Background: an optimization exercise with open tools, aiming at small area and a short achievable clock period. Do not read the settings as production practice. Function was checked by simulation only, so behaviour that the tests miss may differ from the original. No activity file was given, so power comes from the tool's default toggle rates.

### flow/design.v
module fifo(clk,res,wr_en,rd_en,wdata,rdata,empty,full,overflow,underflow);
	parameter WIDTH=32;
	parameter FIFO_SIZE=32;
	parameter PTR_WIDTH=$clog2(FIFO_SIZE);
	localparam HALF=WIDTH/2;
	localparam NGO=8;             
	input clk,res,wr_en,rd_en;
	input [WIDTH-1:0]wdata;
	output reg empty,full,overflow,underflow;
	output reg[WIDTH-1:0]rdata;
	reg[PTR_WIDTH-1:0]wr_ptr,rd_ptr;
	reg[FIFO_SIZE-1:0]rd_sel;     
	reg nfull, nempty;
	wire do_r = rd_en & nempty;
	wire [PTR_WIDTH-1:0] wr_inc = wr_ptr + 1'b1;
	wire [PTR_WIDTH-1:0] rd_inc = rd_ptr + 1'b1;
	wire [NGO-1:0] go;
	wire do_w = go[0];
	genvar b, g, k;
	generate
		for (g = 0; g < NGO; g = g + 1) begin : wgo
			fifo_and2 u (.a(wr_en), .b(nfull), .y(go[g]));
		end
	endgenerate
	wire [3:0] pa;
	wire [7:0] pb;
	fifo_dec2 upa (.a(wr_ptr[1:0]), .y(pa));
	fifo_dec3 upb (.a(wr_ptr[4:2]), .y(pb));
	wire [WIDTH-1:0] word [FIFO_SIZE-1:0];
	generate
		for (k = 0; k < FIFO_SIZE; k = k + 1) begin : w
			wire we_lo, we_hi;
			fifo_and3 ul (.a(go[(2*k)%NGO]), .b(pa[k%4]), .c(pb[k/4]), .y(we_lo));
			fifo_and3 uh (.a(go[(2*k+1)%NGO]), .b(pa[k%4]), .c(pb[k/4]), .y(we_hi));
			reg [WIDTH-1:0] q;
			always @(posedge clk) begin
				if (we_lo) q[HALF-1:0] <= wdata[HALF-1:0];
				if (we_hi) q[WIDTH-1:HALF] <= wdata[WIDTH-1:HALF];
			end
			assign word[k] = q;
		end
	endgenerate
	wire [WIDTH-1:0] rd_word_n;
	generate
		for (b = 0; b < WIDTH; b = b + 1) begin : rbit
			wire [9:0] n;
			for (g = 0; g < 10; g = g + 1) begin : grp
				fifo_aoi222 u (.a1(rd_sel[3*g]), .a2(word[3*g][b]),
				               .b1(rd_sel[3*g+1]), .b2(word[3*g+1][b]),
				               .c1(rd_sel[3*g+2]), .c2(word[3*g+2][b]), .y(n[g]));
			end
			wire n30, n31;
			fifo_nand2 u30 (.a(rd_sel[30]), .b(word[30][b]), .y(n30));
			fifo_nand2 u31 (.a(rd_sel[31]), .b(word[31][b]), .y(n31));
			wire o0, o1, o2;
			fifo_nand4 u11 (.a(n[0]), .b(n[1]), .c(n[2]), .d(n[3]), .y(o0));
			fifo_nand4 u12 (.a(n[4]), .b(n[5]), .c(n[6]), .d(n[7]), .y(o1));
			fifo_nand4 u13 (.a(n[8]), .b(n[9]), .c(n30), .d(n31), .y(o2));
			fifo_nor3 u14 (.a(o0), .b(o1), .c(o2), .y(rd_word_n[b]));
		end
	endgenerate
	always @(posedge clk) begin
		if (res) begin
			wr_ptr <= 0;
			rd_ptr <= 0;
			rd_sel <= 1;
			empty <= 1'b1;
			nempty <= 1'b0;
			full <= 1'b0;
			nfull <= 1'b1;
			overflow <= 1'b0;
			underflow <= 1'b0;
			rdata <= 0;
		end else begin
			if (do_w) wr_ptr <= wr_inc;
			if (do_r) begin
				rd_ptr <= rd_inc;
				rd_sel <= {rd_sel[FIFO_SIZE-2:0], rd_sel[FIFO_SIZE-1]};
				rdata <= ~rd_word_n;
			end
			if (wr_en & ~nfull) overflow <= 1'b1;
			if (rd_en & ~nempty) underflow <= 1'b1;
			if (do_w) begin
				empty <= 1'b0;
				nempty <= 1'b1;
			end else if (do_r) begin
				empty <= (rd_inc == wr_ptr);
				nempty <= (rd_inc != wr_ptr);
			end
			if (do_r) begin
				full <= 1'b0;
				nfull <= 1'b1;
			end else if (do_w) begin
				full <= (wr_inc == rd_ptr);
				nfull <= (wr_inc != rd_ptr);
			end
		end
	end
endmodule
module fifo_and2(a,b,y);
	input a,b;
	output y;
	assign y = a & b;
endmodule
module fifo_and3(a,b,c,y);
	input a,b,c;
	output y;
	assign y = a & b & c;
endmodule
module fifo_dec2(a,y);
	input [1:0] a;
	output [3:0] y;
	assign y = 4'd1 << a;
endmodule
module fifo_dec3(a,y);
	input [2:0] a;
	output [7:0] y;
	assign y = 8'd1 << a;
endmodule
module fifo_nand2(a,b,y);
	input a,b;
	output y;
	assign y = ~(a & b);
endmodule
module fifo_nand4(a,b,c,d,y);
	input a,b,c,d;
	output y;
	assign y = ~(a & b & c & d);
endmodule
module fifo_aoi222(a1,a2,b1,b2,c1,c2,y);
	input a1,a2,b1,b2,c1,c2;
	output y;
	assign y = ~((a1 & a2) | (b1 & b2) | (c1 & c2));
endmodule
module fifo_nor3(a,b,c,y);
	input a,b,c;
	output y;
	assign y = ~(a | b | c);
endmodule
### flow/flow/run.sh
#!/bin/bash
# Standard synthesis, then the standard ORFS layout with the I/O port buffers
# made from sky130_fd_sc_hd__buf_2 instead of the tool's default pick (a delay cell).
set -euo pipefail
bash standard.sh synth > synth_make.log 2>&1
export BUFFER_PORTS_ARGS="-buffer_cell sky130_fd_sc_hd__buf_2"
bash standard.sh finish > layout_make.log 2>&1
### flow/standard.sh
#!/bin/bash
# synth_recipe.tcl (not shown) runs the flow's synth.tcl, then flattens the netlist and writes it again
# the make line also repeats each setting of config.mk as NAME=value (left out here)
make -C /OpenROAD-flow-scripts/flow DESIGN_CONFIG=/design/flow/config.mk WORK_HOME=/design/flow/orfs CLKGATE_MAP_FILE= SYNTH_SCRIPT=/design/flow/synth_recipe.tcl "${@:-finish}"
### flow/constraint.sdc
create_clock -name core_clock -period 6.0 [get_ports {clk}]
set_input_delay 1.2000 -clock core_clock [delete_from_list [all_inputs] [get_ports {clk}]]
set_output_delay 1.2000 -clock core_clock [all_outputs]
set_load 0.01 [all_outputs]
### flow/config.mk
export PLATFORM = sky130hd
export DESIGN_NAME = fifo
export DESIGN_NICKNAME = fifo
export VERILOG_FILES = /design/flow/design.v
export SDC_FILE = /design/flow/constraint.sdc
export NUM_CORES = 4
export LEC_CHECK = 0
export CAP_MARGIN = 20
export CORE_MARGIN = 2
export CORE_UTILIZATION = 60
export CTS_CLUSTER_DIAMETER = 100
export CTS_CLUSTER_SIZE = 30
export PLACE_DENSITY = 0.72
export SETUP_SLACK_MARGIN = 3.65
export SLEW_MARGIN = 20
export SYNTH_HIERARCHICAL = 1
export SYNTH_MINIMUM_KEEP_SIZE = 0
==> metrics.yaml, run 1 <==
outcome:
  status: "finished clean"
power_and_ir_drop:
  pwr-share-seq_pct: 67.9
  powerDensity_mw_per_mm2: 302
  clock_power_share_pct: 28.2
  power.total_mw: 12.6
  p_switching_mw: 2.57
  pwr-share-comb_pct: 4.0
  p_int_mw: 9.99
  p_sw_share_pct: 20.5
  irDropWorstVdd_uv: 233
  power.leakage_nw: 12.7
logic_synthesis:
  synth_area_leaders: "edfxtp_1, a222oi_1, dfxtp_1"
  syn_inst: 1958
  yosysUniqueCellTypes: 45
  yosysSeqAreaShare_pct: 83.8
  synth_area_mm2: 0.0386
  synth-async-reset-ratio_pct: 0
  synth_edf_count: 1024
  ys.flop_type: "edfxtp_1"
  yosys.area.top_type_share_pct: 79.7
  synth_warnings: 7
  ys_ff_latch: 1104
  yosys.area.top_type: "edfxtp_1"
  synth_nets: 1996
  synth.avg_cell_area_um2: 19.7
floorplan:
  io_pins: 72
  core.rowCount: 92
  core-area_mm2: 0.0633
  die_y_um: 258
  die_w_um: 258
  initial_core_util_pct: 61.0
  dieArea_mm2: 0.0664
setup_path:
  startpoint_type: "register"
  critPathKind: "reg -> reg"
  path_max_fanout: 18
  endpoint_kind: "register"
  arrival_ns: 2.84
  crit_required_ns: 6.47
route:
  viasPerCell: 7.23
  drt_iter0_drc: 4287
  dr.pass1.iters: 6
  wl_per_cell_um: 32.1
  post-route-drc-count: 0
  vias: 21412
  ant_nets: 0
  wl_um: 95100
sta:
  worst_pin_slew_ns: 1.17
  finalHoldViolCount: 0
  fmax_mhz: 423
  fin_crit_sh_pct: 39.4
  setup_viol: 0
  period_minus_slack_ns: 2.36
  slew_headroom_pct: 21.9
  finalSetupTns_ns: 0
  rsz0062_at_grt: "yes"
  finalWorstSetupSlack_ns: 3.64
  drv_slew: 0
  final.setup_skew_ns: 0.0238
placement:
  hpwl_um: 58200
  gp_congestion: 0.889
  io_buffers: 71
  dp_worst_setup_slack_ns: 2.95
grt:
  first_global_vias: 19598
  antenna_found_initial: 3
  grt_pass1_wl_um: 134000
  grt_max_degree: 102
  grt_remaining_overflow: 0
  grt_usage_pct: 28.0
clock_tree:
  ctsRootBufferMaster: "clkbuf_16"
  cts.sinks: 1104
  cts_buffers: 42
  tritoncts: "built"
  clock_latency_ns: 0.63
  htreeDepth: 2
  clkSlewWorstSetupHoldPaths_ns: 0.11
  cts_buffer_depth: 3
finish:
  syn_to_final_growth_pct: 7.81
  nets: 2121
  final_cell_mix: "edfxtp_1, a222oi_1, nand2_1"
  final_common_cell: "edfxtp_1"
  layout-drive-gt1-share_pct: 13.8
hold_path:
  min_path_type: "reg -> reg"
flow_run:
  cap_violations: 0
## layer usage
| metal | up-vias | share of wire [%] | global-route usage (%) |
|---|---|---|---|
| met4 | 2 | 3.1 | 8.75 |
| met1 | 10922 | 39 | 41.9 |
| li1 | 8910 | - | - |
| met3 | 118 | 11 | 4.31 |
| met5 | - | 0.012 | 0 |
| met2 | 1460 | 47 | 43.4 |
## cell usage after synthesis, types with 2 or more instances
master,count
nor3_1,2
xnor2_1,8
inv_1,3
and3b_2,3
a222oi_1,320
nor3b_1,3
o21ai_0,3
nor2_1,45
and2_1,9
dfxtp_1,80
xor2_1,5
edfxtp_1,1024
nand2_1,135
or3_1,2
buf_1,2
nand4_1,98
nor3_2,32
a211oi_1,32
nand3_1,4
clkbuf_1,21
ha_1,2
nand2b_1,2
a21oi_1,38
and3_1,64
## per-module statistics from Yosys, one instance, submodules excluded, excerpt
module | cell area (um^2) | flops+latches | cells
fifo_aoi222 | 10.0 | 0 | 1
fifo_dec3 | 65.1 | 0 | 8
fifo | 33700 | 1104 | 1362
fifo_and3 | 6.26 | 0 | 1
fifo_nand2 | 3.75 | 0 | 1
fifo_dec2 | 26.3 | 0 | 4
## critical path, cell delays in order, from the launching register on
cell      delay, ns
dfxtp_2        0.44
buf_4          0.27
a222oi_1       0.46
nand4_1        0.44
nor3_4         0.48
a211oi_1       0.12
## cell type report
| type | count | area [um^2] |
|---|---|---|
| repair buffers | 106 | 643 |
| diodes | 1 | 2.50 |
| clock buffers | 75 | 1200 |
| inverters | 3 | 11.3 |
| fillers | 4210 | 21700 |
| well taps | 846 | 1060 |
| clock inverters | 2 | 17.5 |
| flip-flops and latches | 1104 | 32400 |
| multi-input cells | 826 | 6280 |
## metrics by stage
step | utilization, % | cells | instance area, um^2 | hold slack [ns]
after floorplan | - | 1958 | 38600 | 0.470
after global placement | 63.4 | 2883 | 40200 | 0.435
after detailed placement | 63.5 | 2883 | 40200 | 0.453
after CTS | 65.5 | 2960 | 41500 | 0.473
after global routing | 65.7 | 2962 | 41600 | 0.504
final | 65.7 | 2963 | 41600 | 0.475
## registers in the layout, summed over array words and instances, names as in the netlist
| name | cells |
|---|---|
| overflow | 1 |
| nfull | 1 |
| empty | 1 |
| rd_ptr | 5 |
| rdata | 32 |
| rd_sel | 32 |
| full | 1 |
| wr_ptr | 5 |
| w.q | 1024 |
| nempty | 1 |
| underflow | 1 |
## power groups by stage
stage,Combinational [mW],Sequential (mW),Clock (mW)
2_1_floorplan,0.193,8.70,0
3_3_place_gp,0.464,8.69,0
3_5_place_dp,0.480,8.69,0
4_1_cts,0.486,8.52,3.57
5_1_grt,0.526,8.53,3.80
6_report,0.497,8.52,3.54
## final timing paths
path              cells after the start       start   endpoint  slack (ns)
setup / recovery                      5  rd_sel[26]  rdata[16]        3.64
hold reg to reg                       2   rd_sel[6]  rd_sel[7]        0.47
setup reg to reg                      5  rd_sel[26]  rdata[16]        3.64
hold / removal                        2   rd_sel[6]  rd_sel[7]        0.47
## timing repair
item	4_1_cts	5_1_grt
pin swaps	8	18
gates cloned	0	1
setup buffers	0	1
endpoints found under the setup margin	706	647
hold buffers	0	0
resized for setup	47	59
## cell families (layout without fill, tap and decap cells)
kind of cell               Yosys count  in the layout  share of synthesized area, %
DFF                               1104           1104                          83.8
buffers and inverters               29            186                         0.308
adders and majority gates            2              2                        0.0648
AOI/OAI and AO/OA                  400            400                          9.61
xor gates and xnor gates            14             14                         0.337
muxes                                1              1                        0.0259
and+or+nand+nor                    408            409                          5.82
other                                0              1                             0
==> run 2: changes to the inputs <==
--- a/flow/config.mk
+++ b/flow/config.mk
@@ -7,11 +7,11 @@
 export LEC_CHECK = 0
 export CAP_MARGIN = 20
 export CORE_MARGIN = 2
-export CORE_UTILIZATION = 60
+export CORE_UTILIZATION = 66
 export CTS_CLUSTER_DIAMETER = 100
 export CTS_CLUSTER_SIZE = 30
-export PLACE_DENSITY = 0.72
-export SETUP_SLACK_MARGIN = 3.65
+export PLACE_DENSITY = 0.76
+export SETUP_SLACK_MARGIN = 3.8
 export SLEW_MARGIN = 20
 export SYNTH_HIERARCHICAL = 1
 export SYNTH_MINIMUM_KEEP_SIZE = 0
==> run 2 against run 1 <==
Net effect: final cell count down 2.4%; critical path depth is 4 lower; combinational power fell by 2%; design area grew 0.66%; fmax increased by 1.2%; highest routed layer is now met4; die area fell by 9.0%; clock skew up 0.00078 ns; sequential cell count unchanged; via count shrank 1.0%; critical endpoint is now full; area after synthesis is the same; non-clock buffer count increased by 9; sequential share of layout area down 0.40 points.
==> metrics.yaml, run 2 <==
route:
  wl_um: 89200  # -6.2%
  ant_nets: 0  # unchanged
  vias: 21193  # -1.0%
  drt_iter0_drc: 3890  # -9.3%
  dr.pass1.iters: 8  # +2
  viasPerCell: 7.33  # +1.4%
  wl_per_cell_um: 30.8  # -3.9%
  post-route-drc-count: 0  # unchanged
finish:
  nets: 2130  # +0.42%
  largest_reg_flops: 1024  # unchanged
  reg_top3: "w.q x1024, rd_sel x32, rdata x32"
  syn_to_final_growth_pct: 8.51
  final_cell_mix: "edfxtp_1, a222oi_1, nand2_1"
  regMostFlops: "w.q"
  final_common_cell: "edfxtp_1"
  utilization_pct: 72.4  # +6.7 points
  layout-drive-gt1-share_pct: 15.5  # +1.7 points
  n_antenna_cell: 0  # -1
setup_path:
  cpLargestDelayFamily: "flip-flops"
  endpoint_kind: "output pin"
  critPathKind: "reg -> out"
  startpoint_type: "register"
  slowest_stage: "dfxtp_4"
  cp_num_buf_inv: 1  # unchanged
  crit_required_ns: 4.80  # -1.67 ns
  cp_slowest_stage_delay_ns: 0.40  # -0.08 ns
  arrival_ns: 1.14  # -1.70 ns
  crit_path_cell_trace: "buf_6"
  path_max_fanout: 2  # -16
sta:
  drv_slew: 0  # unchanged
  final.setup_skew_ns: 0.0245  # +0.000775 ns
  worst_pin_slew_ns: 0.976  # -0.197 ns
  slew_headroom_pct: 35.0  # +13 points
  rsz0062_at_grt: "yes"
  finalSetupTns_ns: 0  # unchanged
  period_minus_slack_ns: 2.34  # -0.0288 ns
  fmax_mhz: 428  # +1.2%
  fin_crit_sh_pct: 38.9  # -0.48 points
  finalHoldViolCount: 0  # unchanged
  setup_viol: 0  # unchanged
logic_synthesis:
  yosys.area.top_type_share_pct: 79.7  # unchanged
  synth_commonest_cells: "edfxtp_1, a222oi_1, nand2_1, nand4_1, dfxtp_1"
  synth.most_common_cell: "edfxtp_1"
  yosys.area.top_type: "edfxtp_1"
  yosysSeqAreaShare_pct: 83.8  # unchanged
  synth-async-reset-ratio_pct: 0  # unchanged
  syn_inst: 1958  # unchanged
  synth_nets: 1996  # unchanged
  ys_ff_latch: 1104  # unchanged
  synth_warnings: 7  # unchanged
  synth.avg_cell_area_um2: 19.7  # unchanged
  yosysUniqueCellTypes: 45  # unchanged
  synth_area_mm2: 0.0386  # unchanged
  synth_area_leaders: "edfxtp_1, a222oi_1, dfxtp_1"
  synth_edf_count: 1024  # unchanged
  ys.flop_type: "edfxtp_1"
grt:
  antenna_found_initial: 0  # -3
  grt_pass1_wl_um: 131000  # -2.4%
  grt_usage_pct: 29.8  # +1.8 points
  grt_max_degree: 80  # -22%
  first_global_vias: 20556  # +4.9%
  grt_remaining_overflow: 0  # unchanged
flow_run:
  cap_violations: 0  # unchanged
clock_tree:
  htreeDepth: 2  # unchanged
  cts_buffer_depth: 3  # unchanged
  clkSlewWorstSetupHoldPaths_ns: 0.11  # about the same
  ctsRootBufferMaster: "clkbuf_16"
  cts.sinks: 1104  # unchanged
  clock_latency_ns: 0.64  # about the same
  cts_buffers: 42  # unchanged
  tritoncts: "built"
floorplan:
  initial_core_util_pct: 66.8  # +5.8 points
  die_y_um: 246  # -4.6%
  dieArea_mm2: 0.0604  # -9.0%
  core-area_mm2: 0.0578  # -8.7%
  core.rowCount: 88  # -4.3%
  die_w_um: 246  # -4.6%
  io_pins: 72  # unchanged
power_and_ir_drop:
  irDropWorstVdd_uv: 342  # +47%
  powerDensity_mw_per_mm2: 300  # -0.50%
  power.leakage_nw: 12.8  # +0.84%
placement:
  hpwl_um: 52500  # -9.8%
  gp_congestion: 0.832  # -6.4%
  io_buffers: 71  # unchanged
hold_path:
  min_path_type: "reg -> reg"
outcome:
  status: "finished clean"
run 2: cell count changes in the layout (fill, tap and decap cells not counted), sizes merged:
| cell | before | now |
|---|---|---|
| buf | 106 | 115 |
| clkbuf | 75 | 77 |
| diode | 1 | 0 |
| inv | 4 | 3 |
run 2: layout make-up:
class | count | area, um^2
clock inverter | 1 | 8.76
multi-input combinational | 826 | 6290
tap | 765 | 957
fill | 3377 | 15900
timing repair buffer | 115 | 922
inverter | 3 | 11.3
sequential | 1104 | 32400
clock buffer | 77 | 1250
run 2: cell families after synthesis:
family | share of synthesized area [%]
fa+ha+maj | 0.0648
buf+inv | 0.308
flops | 83.8
compound gates | 9.61
mux | 0.0259
simple gates | 5.82
xor+xnor | 0.337
run 2: Yosys stat by module, one instance, submodules excluded:
module	copies in the design	area, um^2
fifo	1	33700
fifo_and2	8	6.26
fifo_and3	64	6.26
fifo_aoi222	320	10.0
fifo_dec2	1	26.3
fifo_dec3	1	65.1
fifo_nand2	64	3.75
fifo_nand4	96	6.26
fifo_nor3	32	10.0
run 2: routing by layer:
| metal | global-route usage, % | routed length [um] | share of wire, % | up-vias |
|---|---|---|---|---|
| li1 | - | - | - | 8935 |
| met1 | 40.9 | 32200 | 36 | 10739 |
| met2 | 50.0 | 44800 | 50 | 1359 |
| met3 | 3.99 | 8710 | 9.8 | 160 |
| met4 | 10.7 | 3480 | 3.9 | 0 |
| met5 | 0 | 0 | 0 | - |
run 2: per-stage QoR:
stage | hold WS (ns) | total power [mW] | instance area (um^2) | instances | setup slack (ns)
6_report | 0.494 | 12.6 | 41900 | 2891 | 3.66
5_1_grt | 0.532 | 12.9 | 41900 | 2891 | 3.63
4_1_cts | 0.495 | 12.6 | 41800 | 2889 | 3.60
3_5_place_dp | 0.455 | 9.13 | 40100 | 2803 | 3.01
3_3_place_gp | 0.454 | 9.11 | 40100 | 2802 | 3.08
2_1_floorplan | 0.470 | 8.89 | 38700 | 1958 | 3.75
run 2: power by group:
group,internal [mW],switching (mW)
clock,1.44,2.12
sequential,8.48,0.0510
combinational,0.152,0.335
run 2: repair_timing:
item / in CTS / in global routing
buffers inserted: 7 / 2
gates resized for setup: 96 / 21
gates cloned: 1 / 0
pin swaps: 4 / 10
hold buffers: 0 / 0
endpoints found under the setup margin: 485 / 431
run 2: worst paths after layout:
check	from	to	slack [ns]	depth (start not counted)
min reg2reg	overflow	overflow	0.49	2
max	full	full	3.66	1
max reg2reg	rd_sel[22]	rdata[29]	3.81	5
min	overflow	overflow	0.49	2

==> afterwards: timing with drivers on the ports <==
The flow's constraints put no driver on any port. The routed layouts listed below were extracted and timed again, unchanged, in two steps. Step 1 sets driving cells, clkbuf_16 on the clock port and buf_2 on the other inputs (assumed; they add their load-dependent delay and slew). Step 2 times the ports against the registers' clock, not the clock port: input delays grow and output delays shrink by t, the midpoint of the rising clock arrivals with the driver on. Slacks: ideal / step 1 / step 2; pairs: ideal / step 1.
run	t, ns	setup slack, ns	clock arrival spread, ns	worst slew at a driven data input, ns
run 1	0.682	3.635 / 3.589 / 3.003	0.029 / 0.029	0.10
run 2	0.684	3.664 / 3.602 / 3.164	0.026 / 0.026	0.05
After both steps every run listed still meets setup and hold. For run 1, which loses most, drivers alone change the setup slack by -0.046 ns; drivers and shift together by -0.632 ns.
